Context: an optimization exercise on an open-source flow, tuned for small area. The choices shown serve that exercise and are no tape-out recipe.
The RTL was checked by simulation tests, not by an equivalence proof against the original design.
The clock port is modelled as an ideal driver; clocking choices that lean on that would not hold on a real chip.
Power and IR drop assume default switching activity.

==> exp/onyx: inputs <==
==> flow/design.v <==
`timescale 1ns / 1ps
module clockdiv(
	input wire clk,
	input wire rst,
	output wire dclk,
	output wire segclk
	);
reg [1:0] phase;
localparam [17:0] INV = 18'h15555;
reg [17:0] st;
wire [17:0] sr = st ^ INV;
wire [17:0] sr_next = rst ? 18'd0 : {sr[16:0], sr[17] ^ sr[10] ^ (sr[16:0] == 17'd0)};
always @(posedge clk)
begin
	if (rst)
		phase <= 2'd0;
	else
		phase <= phase + 2'd1;
	st <= sr_next ^ INV;
end
assign segclk = (sr == 18'h02010);
assign dclk = (phase == 2'b01);
endmodule
`timescale 1ns / 1ps
module segdisplay(
	input wire clk,
	input wire rst,
	input wire segclk,
	output reg [6:0] seg,
	output reg [3:0] an
	);
always @(posedge clk)
begin
	if (rst)
		an <= 4'b1111;
	else if (segclk)
		an <= {an[0] & ~(an[3] & an[2] & an[1]), an[3:1]};
end
always @(*)
begin
	case (an)
		4'b0111: seg = 7'b1001000;  
		4'b1011: seg = 7'b0110000;  
		4'b1101: seg = 7'b1001100;  
		4'b1110: seg = 7'b0001010;  
		default: seg = 7'b1111111;
	endcase
end
endmodule
`timescale 1ns / 1ps
module debounce(
	input wire clk,
	input wire rst,
	input wire dclk,
	input wire btn,
	output wire fire
	);
localparam [10:0] SEED = 11'h3ff;
localparam [10:0] INV = 11'h555;
reg [10:0] st;
wire [10:0] lfsr = st ^ INV;
assign fire = dclk & (&lfsr);
reg [10:0] nxt;
always @(*)
begin
	if (rst)
		nxt = 11'd0;
	else if (dclk & btn)
		nxt = SEED;
	else if (fire)
		nxt = 11'd0;
	else
		nxt = {lfsr[9:0], lfsr[10] ^ lfsr[8]};
end
always @(posedge clk)
	st <= nxt ^ INV;
endmodule
module vga640x480(
	input wire clk,			 
	input wire rst,			 
	input wire dclk,		 
	input wire btns,
	input wire btnu,
	input wire btnd,
	input wire btnl,
	input wire btnr,
	output wire hsync,		 
	output wire vsync,		 
	output wire [2:0] red,	 
	output wire [2:0] green,  
	output wire [1:0] blue	 
	);
reg [3:0] konami;
reg [2:0] winner;         
reg [1:0] currentPlayer;  
reg [3:0] cursor;
reg [31:0] board;         
wire [1:0] b0  = board[1:0];
wire [1:0] b1  = board[3:2];
wire [1:0] b2  = board[5:4];
wire [1:0] b3  = board[7:6];
wire [1:0] b4  = board[9:8];
wire [1:0] b5  = board[11:10];
wire [1:0] b6  = board[13:12];
wire [1:0] b7  = board[15:14];
wire [1:0] b8  = board[17:16];
wire [1:0] b9  = board[19:18];
wire [1:0] b10 = board[21:20];
wire [1:0] b11 = board[23:22];
wire [1:0] b12 = board[25:24];
wire [1:0] b13 = board[27:26];
wire [1:0] b14 = board[29:28];
wire [1:0] b15 = board[31:30];
wire r0 = b0  != 0 & b0  == b1  & b1  == b2  & b2  == b3;
wire r1 = b4  != 0 & b4  == b5  & b5  == b6  & b6  == b7;
wire r2 = b8  != 0 & b8  == b9  & b9  == b10 & b10 == b11;
wire r3 = b12 != 0 & b12 == b13 & b13 == b14 & b14 == b15;
wire c0 = b0 != 0 & b0 == b4 & b4 == b8  & b8  == b12;
wire c1 = b1 != 0 & b1 == b5 & b5 == b9  & b9  == b13;
wire c2 = b2 != 0 & b2 == b6 & b6 == b10 & b10 == b14;
wire c3 = b3 != 0 & b3 == b7 & b7 == b11 & b11 == b15;
wire d0 = b0 != 0 & b0 == b5 & b5 == b10 & b10 == b15;
wire d1 = b3 != 0 & b3 == b6 & b6 == b9  & b9  == b11;
wire line = r0 | r1 | r2 | r3 | c0 | c1 | c2 | c3 | d0 | d1;
wire full = b0 != 0 & b1 != 0 & b2 != 0 & b3 != 0 & b4 != 0 & b5 != 0 & b6 != 0 & b7 != 0
          & b8 != 0 & b9 != 0 & b10 != 0 & b11 != 0 & b12 != 0 & b13 != 0 & b14 != 0 & b15 != 0;
wire [1:0] nextPlayer = {~(currentPlayer[1] & currentPlayer[0]), currentPlayer[1]};
wire fs, fu, fd, fl, fr;
debounce DS(.clk(clk), .rst(rst), .dclk(dclk), .btn(btns), .fire(fs));
debounce DU(.clk(clk), .rst(rst), .dclk(dclk), .btn(btnu), .fire(fu));
debounce DD(.clk(clk), .rst(rst), .dclk(dclk), .btn(btnd), .fire(fd));
debounce DL(.clk(clk), .rst(rst), .dclk(dclk), .btn(btnl), .fire(fl));
debounce DR(.clk(clk), .rst(rst), .dclk(dclk), .btn(btnr), .fire(fr));
integer i;
always @(posedge clk) begin
	if (rst) begin
		konami <= 0;
		winner <= 0;
		currentPlayer <= 1;
		cursor <= 0;
		board <= 0;
	end
	else begin
		if (fs) begin
			if (winner != 0) begin
				konami <= 0;
				winner <= 0;
				currentPlayer <= 1;
				cursor <= 0;
				board <= 0;
			end
			else begin
				currentPlayer <= nextPlayer;
				if (konami[3])   
					winner <= {1'b0, currentPlayer};
				else begin
					for (i = 0; i < 16; i = i + 1)
						if (cursor == i && board[2*i +: 2] == 2'd0)
							board[2*i +: 2] <= currentPlayer;
					if (line)
						winner <= {1'b0, currentPlayer};
					else if (full)
						winner <= 3'd4;
				end
			end
		end
		if (fu) begin
			if (cursor[3:2] != 2'd0) begin
				cursor[3:2] <= cursor[3:2] - 2'd1;
				cursor[1:0] <= cursor[1:0];
			end
			konami <= (konami[3:1] == 3'd0) ? konami + 4'd1 : 4'd0;
		end
		if (fd) begin
			if (cursor[3:2] != 2'd3) begin
				cursor[3:2] <= cursor[3:2] + 2'd1;
				cursor[1:0] <= cursor[1:0];
			end
			konami <= (konami[3:1] == 3'd1) ? konami + 4'd1 : 4'd0;
		end
		if (fl) begin
			if (cursor[1:0] != 2'd0) begin
				cursor[1:0] <= cursor[1:0] - 2'd1;
				cursor[3:2] <= cursor[3:2];
			end
			konami <= (konami[2] & ~konami[0]) ? konami + 4'd1 : 4'd0;
		end
		if (fr) begin
			if (cursor[1:0] != 2'd3) begin
				cursor[1:0] <= cursor[1:0] + 2'd1;
				cursor[3:2] <= cursor[3:2];
			end
			konami <= (konami[2] & konami[0]) ? konami + 4'd1 : 4'd0;
		end
	end
end
reg [2:0] hcol;
reg [7:0] hpos;
reg [2:0] vrow;
reg [6:0] vpos;
wire hEnd = hpos[7] & (&hpos[4:0]);                 
wire lineEnd = hcol[2] & (hpos == 8'd15);            
wire vEnd = vrow[2] ? (vpos[5] & vpos[3]) : (vpos[6] & vpos[5] & vpos[4] & vpos[2] & vpos[1] & vpos[0]);
wire hStep = dclk;
wire hWrap = dclk & hEnd;
wire vStep = dclk & lineEnd;
wire vWrap = vStep & vEnd;
always @(posedge clk)
begin
	if (rst) begin
		hcol <= 3'd4;
		hpos <= 8'd16;
		vrow <= 3'd4;
		vpos <= 7'd10;
	end
	else begin
		hpos <= hWrap ? 8'd0 : hpos + {7'd0, hStep};
		hcol <= (hWrap & hcol[2]) ? 3'd0 : hcol + {2'd0, hWrap};
		vpos <= vWrap ? 7'd0 : vpos + {6'd0, vStep};
		vrow <= (vWrap & vrow[2]) ? 3'd0 : vrow + {2'd0, vWrap};
	end
end
assign hsync = ~(hcol[2] & hpos >= 8'd16 & hpos < 8'd112);
assign vsync = ~(vrow[2] & (vpos[5:1] == 5'd5));   
wire grid = (hcol[1:0] != 2'd0 & hpos < 8'd5) | (vrow[1:0] != 2'd0 & vpos < 7'd5);
wire lit = ~hcol[2] & ~vrow[2] & ~grid;
wire curHit = hcol[1:0] == cursor[1:0] & vrow[1:0] == cursor[3:2]
            & hpos >= 8'd75 & hpos < 8'd85 & vpos >= 7'd55 & vpos < 7'd65;
wire [1:0] cellv = board[{vrow[1:0], hcol[1:0], 1'b0} +: 2];
reg R, G, B;
always @(*)
begin
	if (winner != 0) begin
		R = winner[1] & ~winner[0];
		G = winner[1] & winner[0];
		B = ~winner[1] & winner[0];
	end
	else if (curHit) begin
		R = 1'b1;
		G = 1'b1;
		B = 1'b1;
	end
	else begin
		R = cellv == 2'd1;
		G = cellv == 2'd2;
		B = cellv == 2'd3;
	end
end
assign red   = {R & lit, R & lit, lit};
assign green = {G & lit, G & lit, lit};
assign blue  = {B & lit, lit};
endmodule
`timescale 1ns / 1ps
module NERP_demo_top(
	input wire clk,			 
	input wire rst,			 
	input wire btns,
	input wire btnu,
	input wire btnd,
	input wire btnl,
	input wire btnr,
	output wire [6:0] seg,	 
	output wire [3:0] an,	 
	output wire dp,			 
	output wire [2:0] red,	 
	output wire [2:0] green, 
	output wire [1:0] blue,	 
	output wire hsync,		 
	output wire vsync			 
	);
wire segclk;
wire dclk;
assign dp = 1;
clockdiv U1(
	.clk(clk),
	.rst(rst),
	.segclk(segclk),
	.dclk(dclk)
	);
segdisplay U2(
	.clk(clk),
	.rst(rst),
	.segclk(segclk),
	.seg(seg),
	.an(an)
	);
vga640x480 U3(
	.clk(clk),
	.rst(rst),
	.dclk(dclk),
	.btns(btns),
	.btnu(btnu),
	.btnd(btnd),
	.btnl(btnl),
	.btnr(btnr),
	.hsync(hsync),
	.vsync(vsync),
	.red(red),
	.green(green),
	.blue(blue)
	);
endmodule
==> flow/flow/run.sh <==
#!/bin/bash
# The standard layout (standard.sh), with these changes:
# - synthesis: synth_recipe.tcl unchanged, but its final ABC mapping is
#   replaced by the smallest of several area-oriented ABC runs
#   (flow/abc_pick.tcl, flow/area_s*.abc);
# - clock tree: TritonCTS with clkbuf_4 and no dummy loads; clock buffers
#   whose sinks would see too slow a clock edge become clkbuf_8
#   (flow/cts_post.tcl);
# - port buffers: buf_1.
# Each tool's output goes to standard.log here and to ORFS's own logs
# under orfs/logs.
set -euo pipefail
HERE=$(pwd)
printf 'source %s\nsource %s\n' "$HERE/flow/abc_pick.tcl" "$HERE/synth_recipe.tcl" > "$HERE/synth_area.tcl"
export ABC_SCRIPTS="$HERE/flow/area_s0.abc $HERE/flow/area_s2.abc $HERE/flow/area_s5.abc $HERE/flow/area_s10.abc"
bash standard.sh \
  "SYNTH_SCRIPT=$HERE/synth_area.tcl" \
  "CTS_ARGS=-sink_clustering_enable -repair_clock_nets -dont_use_dummy_load -buf_list sky130_fd_sc_hd__clkbuf_4" \
  "POST_CTS_TCL=$HERE/flow/cts_post.tcl" \
  "BUFFER_PORTS_ARGS=-buffer_cell sky130_fd_sc_hd__buf_1" \
  finish > standard.log 2>&1
==> flow/flow/abc_pick.tcl <==
# Sourced before synth_recipe.tcl: the final technology mapping runs ABC once
# with each script in ABC_SCRIPTS (area-oriented: deep AIG restructuring
# with different random seeds, then area-first mapping) and keeps the
# smallest result. Only the combinational logic changes; the flip-flops are
# mapped before this step and keep their cells and names.
proc abc {args} {
  set i [lsearch $args -script]
  set j [lsearch $args -liberty]
  set lib [lindex $args [expr {$j + 1}]]
  yosys design -save pre_abc
  set best 1e18
  set k 0
  foreach script $::env(ABC_SCRIPTS) {
    yosys design -load pre_abc
    lset args [expr {$i + 1}] $script
    yosys abc {*}$args
    set rpt [yosys tee -q -s result.string stat -liberty $lib]
    set area 1e18
    regexp {Chip area for module [^:]*:\s*([0-9.eE+-]+)} $rpt -> area
    puts "ABC candidate $k ($script): area $area"
    if {$area < $best} {
      set best $area
      yosys design -save best_abc
    }
    incr k
  }
  yosys design -load best_abc
  puts "ABC best area $best"
}
==> flow/flow/area_s0.abc <==
strash
&get -n
&deepsyn -T 15 -S 0
&dch -f
&nf -R 1000
&put
topo
stime -c
==> flow/flow/area_s10.abc <==
strash
&get -n
&deepsyn -T 15 -S 10
&dch -f
&nf -R 1000
&put
topo
stime -c
==> flow/flow/area_s2.abc <==
strash
&get -n
&deepsyn -T 15 -S 2
&dch -f
&nf -R 1000
&put
topo
stime -c
==> flow/flow/area_s5.abc <==
strash
&get -n
&deepsyn -T 15 -S 5
&dch -f
&nf -R 1000
&put
topo
stime -c
==> flow/flow/cts_post.tcl <==
# POST_CTS_TCL hook: the clock tree is built from clkbuf_4. Here, one at a
# time, the clkbuf_4 whose sinks would see the slowest clock edge
# (estimated from the placement) is swapped for a clkbuf_8, until no sink of
# a clkbuf_4 sees a slew above slew_up (flip-flop clock pins only: the
# limit is on them); then the placement is legalized.
set slew_up 0.105
proc clkbuf4_worst {} {
  set worst 0.0
  set worst_inst ""
  foreach inst [get_cells *] {
    if {[get_property $inst ref_name] ne "sky130_fd_sc_hd__clkbuf_4"} { continue }
    set out [get_pins -of_objects $inst -filter "direction == output"]
    set net [get_nets -of_objects $out]
    foreach pin [get_pins -of_objects $net -filter "direction == input"] {
      if {![string match */CLK [get_full_name $pin]]} { continue }
      set s [get_property $pin slew_max]
      if {$s > $worst} { set worst $s; set worst_inst $inst }
    }
  }
  return [list $worst_inst $worst]
}
set swapped 0
for {set n 0} {$n < 100} {incr n} {
  estimate_parasitics -placement
  lassign [clkbuf4_worst] inst worst
  if {$inst eq "" || $worst <= $slew_up} { break }
  puts "upsizing clock buffer [get_full_name $inst]: sink slew [format %.3f $worst] ns"
  replace_cell $inst sky130_fd_sc_hd__clkbuf_8
  incr swapped
}
puts "clock buffers upsized: $swapped"
if {$swapped > 0} {
  detailed_placement
  check_placement -verbose
  estimate_parasitics -placement
}
==> flow/standard.sh <==
#!/bin/bash
# synth_recipe.tcl (not shown) runs the flow's synth.tcl, then flattens the netlist and writes it again
# the make line also repeats each setting of config.mk as NAME=value (left out here)
make -C /OpenROAD-flow-scripts/flow DESIGN_CONFIG=/design/flow/config.mk WORK_HOME=/design/flow/orfs CLKGATE_MAP_FILE= SYNTH_SCRIPT=/design/flow/synth_recipe.tcl "${@:-finish}"
==> flow/config.mk <==
export PLATFORM = sky130hd
export DESIGN_NAME = NERP_demo_top
export DESIGN_NICKNAME = NERP_demo_top
export VERILOG_FILES = /design/flow/design.v
export SDC_FILE = /design/flow/constraint.sdc
export NUM_CORES = 4
export LEC_CHECK = 0
export CAP_MARGIN = 20
export CORE_MARGIN = 2
export CORE_UTILIZATION = 65
export SLEW_MARGIN = 20
==> flow/constraint.sdc <==
create_clock -name core_clock -period 10.0 [get_ports {clk}]
set_input_delay 2.0000 -clock core_clock [delete_from_list [all_inputs] [get_ports {clk}]]
set_output_delay 2.0000 -clock core_clock [all_outputs]
set_load 0.01 [all_outputs]
==> exp/willow: changes against exp/onyx <==
--- a/flow/design.v
+++ b/flow/design.v
@@ -55,11 +55,13 @@
 	input wire btn,
 	output wire fire
 	);
-localparam [10:0] SEED = 11'h3ff;
+localparam [10:0] SEED = 11'h035;
+localparam [10:0] TGT  = 11'h06a;
+localparam [10:0] CHK  = 11'h5a7;   
 localparam [10:0] INV = 11'h555;
 reg [10:0] st;
 wire [10:0] lfsr = st ^ INV;
-assign fire = dclk & (&lfsr);
+assign fire = dclk & ((lfsr & CHK) == (TGT & CHK));
 reg [10:0] nxt;
 always @(*)
 begin
@@ -195,11 +197,13 @@
 	end
 end
 reg [2:0] hcol;
-reg [7:0] hpos;
+reg [2:0] hsub;
+reg [4:0] hlo;
 reg [2:0] vrow;
 reg [6:0] vpos;
-wire hEnd = hpos[7] & (&hpos[4:0]);                 
-wire lineEnd = hcol[2] & (hpos == 8'd15);            
+wire hloEnd = &hlo;
+wire hEnd = hsub[2] & hloEnd;                       
+wire lineEnd = hcol[2] & (hsub == 3'd0) & (hlo == 5'd15);   
 wire vEnd = vrow[2] ? (vpos[5] & vpos[3]) : (vpos[6] & vpos[5] & vpos[4] & vpos[2] & vpos[1] & vpos[0]);
 wire hStep = dclk;
 wire hWrap = dclk & hEnd;
@@ -209,23 +213,26 @@
 begin
 	if (rst) begin
 		hcol <= 3'd4;
-		hpos <= 8'd16;
+		hsub <= 3'd0;
+		hlo <= 5'd16;
 		vrow <= 3'd4;
 		vpos <= 7'd10;
 	end
 	else begin
-		hpos <= hWrap ? 8'd0 : hpos + {7'd0, hStep};
+		hlo <= hlo + {4'd0, hStep};
+		hsub <= (hWrap) ? 3'd0 : hsub + {2'd0, hStep & hloEnd};
 		hcol <= (hWrap & hcol[2]) ? 3'd0 : hcol + {2'd0, hWrap};
 		vpos <= vWrap ? 7'd0 : vpos + {6'd0, vStep};
 		vrow <= (vWrap & vrow[2]) ? 3'd0 : vrow + {2'd0, vWrap};
 	end
 end
-assign hsync = ~(hcol[2] & hpos >= 8'd16 & hpos < 8'd112);
+assign hsync = ~(hcol[2] & ((hsub == 3'd0 & hlo[4]) | hsub == 3'd1 | hsub == 3'd2 | (hsub == 3'd3 & ~hlo[4])));
 assign vsync = ~(vrow[2] & (vpos[5:1] == 5'd5));   
-wire grid = (hcol[1:0] != 2'd0 & hpos < 8'd5) | (vrow[1:0] != 2'd0 & vpos < 7'd5);
+wire grid = (hcol[1:0] != 2'd0 & hsub == 3'd0 & hlo < 5'd5) | (vrow[1:0] != 2'd0 & vpos < 7'd5);
 wire lit = ~hcol[2] & ~vrow[2] & ~grid;
 wire curHit = hcol[1:0] == cursor[1:0] & vrow[1:0] == cursor[3:2]
-            & hpos >= 8'd75 & hpos < 8'd85 & vpos >= 7'd55 & vpos < 7'd65;
+            & hsub == 3'd2 & hlo >= 5'd11 & hlo < 5'd21     
+            & vpos >= 7'd55 & vpos < 7'd65;
 wire [1:0] cellv = board[{vrow[1:0], hcol[1:0], 1'b0} +: 2];
 reg R, G, B;
 always @(*)
--- a/flow/flow/run.sh
+++ b/flow/flow/run.sh
@@ -12,7 +12,7 @@
 set -euo pipefail
 HERE=$(pwd)
 printf 'source %s\nsource %s\n' "$HERE/flow/abc_pick.tcl" "$HERE/synth_recipe.tcl" > "$HERE/synth_area.tcl"
-export ABC_SCRIPTS="$HERE/flow/area_s0.abc $HERE/flow/area_s2.abc $HERE/flow/area_s5.abc $HERE/flow/area_s10.abc"
+export ABC_SCRIPTS="$(ls "$HERE"/flow/area_s*.abc | tr '\n' ' ')"
 bash standard.sh \
   "SYNTH_SCRIPT=$HERE/synth_area.tcl" \
   "CTS_ARGS=-sink_clustering_enable -repair_clock_nets -dont_use_dummy_load -buf_list sky130_fd_sc_hd__clkbuf_4" \
--- a/flow/flow/abc_pick.tcl
+++ b/flow/flow/abc_pick.tcl
@@ -13,7 +13,11 @@
   foreach script $::env(ABC_SCRIPTS) {
     yosys design -load pre_abc
     lset args [expr {$i + 1}] $script
-    yosys abc {*}$args
+    if {[catch {yosys abc {*}$args} err]} {
+      puts "ABC candidate $k ($script) failed: $err"
+      incr k
+      continue
+    }
     set rpt [yosys tee -q -s result.string stat -liberty $lib]
     set area 1e18
     regexp {Chip area for module [^:]*:\s*([0-9.eE+-]+)} $rpt -> area
==> flow/flow/area_s0.abc (replaced) <==
strash
&get -n
&deepsyn -T 15 -S 0
&dch -f
&nf -R 1000 -F 8 -A 4 -p
&put
topo
stime -c
==> flow/flow/area_s1.abc (new file) <==
strash
&get -n
&deepsyn -T 15 -S 1
&dch -f
&nf -R 1000 -F 8 -A 4 -p
&put
topo
stime -c
==> flow/flow/area_s10.abc (replaced) <==
strash
&get -n
&deepsyn -T 15 -S 10
&dch -f
&nf -R 1000 -F 8 -A 4 -p
&put
topo
stime -c
==> flow/flow/area_s2.abc (replaced) <==
strash
&get -n
&deepsyn -T 15 -S 2
&dch -f
&nf -R 1000 -F 8 -A 4 -p
&put
topo
stime -c
==> flow/flow/area_s3.abc (new file) <==
strash
&get -n
&deepsyn -T 15 -S 3
&dch -f
&nf -R 1000 -F 8 -A 4 -p
&put
topo
stime -c
==> flow/flow/area_s5.abc (replaced) <==
strash
&get -n
&deepsyn -T 15 -S 5
&dch -f
&nf -R 1000 -F 8 -A 4 -p
&put
topo
stime -c
==> flow/flow/area_s7.abc (new file) <==
strash
&get -n
&deepsyn -T 15 -S 7
&dch -f
&nf -R 1000 -F 8 -A 4 -p
&put
topo
stime -c
==> flow/flow/area_s9.abc (new file) <==
strash
&get -n
&deepsyn -T 15 -S 9
&dch -f
&nf -R 1000 -F 8 -A 4 -p
&put
topo
stime -c
Settings changed: CORE_UTILIZATION 65 to 75.
==> summary.txt <==
Status
  • Status: timing/DRC/antenna clean

Power and ir drop
  • Combinational share of power: 4.4%

Synthesis
  • Cells after Synth: 689
  • Synth Net Count: 717
  • Mux contribution to synthesized area: 1.46%

Layout
  • Clk tree area frac: 2.70%
  • Area occupied by multi-input gates: 2980 um2
  • Inverters: 15

Placed design
  • Placed inst area: 6170 um2
  • GP Congestion: 0.990

Critical path
  • R2R Path End: U3.board[2]
  • Critical Path Fanout Max: 8
  • Critical Path Stages: 11

Routing
  • Wirelength, routed: 15400 um
  • Metal-1 WL: 6010 um

Die
  • Die area: 8710 um2
  • Effective utilization at floorplan: 77.5%
(the above is from exp/willow)
==> summary.txt <==
Synthesis
  • Mux contribution to synthesized area: 0.351%
  • Cells after Synth: 710
  • Synth Net Count: 736

Layout
  • Clock buffer cells: 17
  • Clk tree area frac: 2.57%
  • Inverters: 14
  • Design area: 6430 um2

Routing
  • Metal-1 WL: 6120 um
  • Wirelength, routed: 14400 um

Placed design
  • GP Congestion: 0.975
  • Placed inst area: 6260 um2

Critical path
  • R2R Path End: U3.board[31]
  • Critical Path Stages: 12

Die
  • Die area: 10100 um2
  • Effective utilization at floorplan: 66.2%

Global route
  • Largest net degree at the start of global routing: 34

Status
  • Status: timing/DRC/antenna clean

CTS
  • CTS clk-pin slew, worst paths: 0.09 ns

Power and ir drop
  • Pwr dens: 143 nW/um2
(the above is from exp/onyx)

port drivers added, routing unchanged:
No port has a modelled driver above. Below, the same layouts with a new extraction and two added sets of constraints. Step 1: set_driving_cell puts a clkbuf_16 on clk and a buf_2 on each other input, an assumption about the parent block. Step 2 adds t to the input delays and takes it off the output delays; t is the mean of the earliest and latest rising clock arrival at the registers after step 1. Input paths then give back, and output paths get back, about the clock's delay inside the block. Three values: ideal ports, drivers, drivers and shift; two values: the first two.
| run | t (ns) | slack for setup (ns) | slew at the worst register clock pin (ns) | worst slew at a driven data input, ns | pins driven straight from the clock port |
|---|---|---|---|---|---|
| exp/onyx | 0.540 | 5.220 / 5.187 / 5.471 | 0.10 / 0.10 | 0.03 | 1 |
| exp/willow | 0.567 | 5.247 / 5.213 / 5.379 | 0.10 / 0.10 | 0.03 | 1 |
After both steps setup and hold are still met in every run listed.
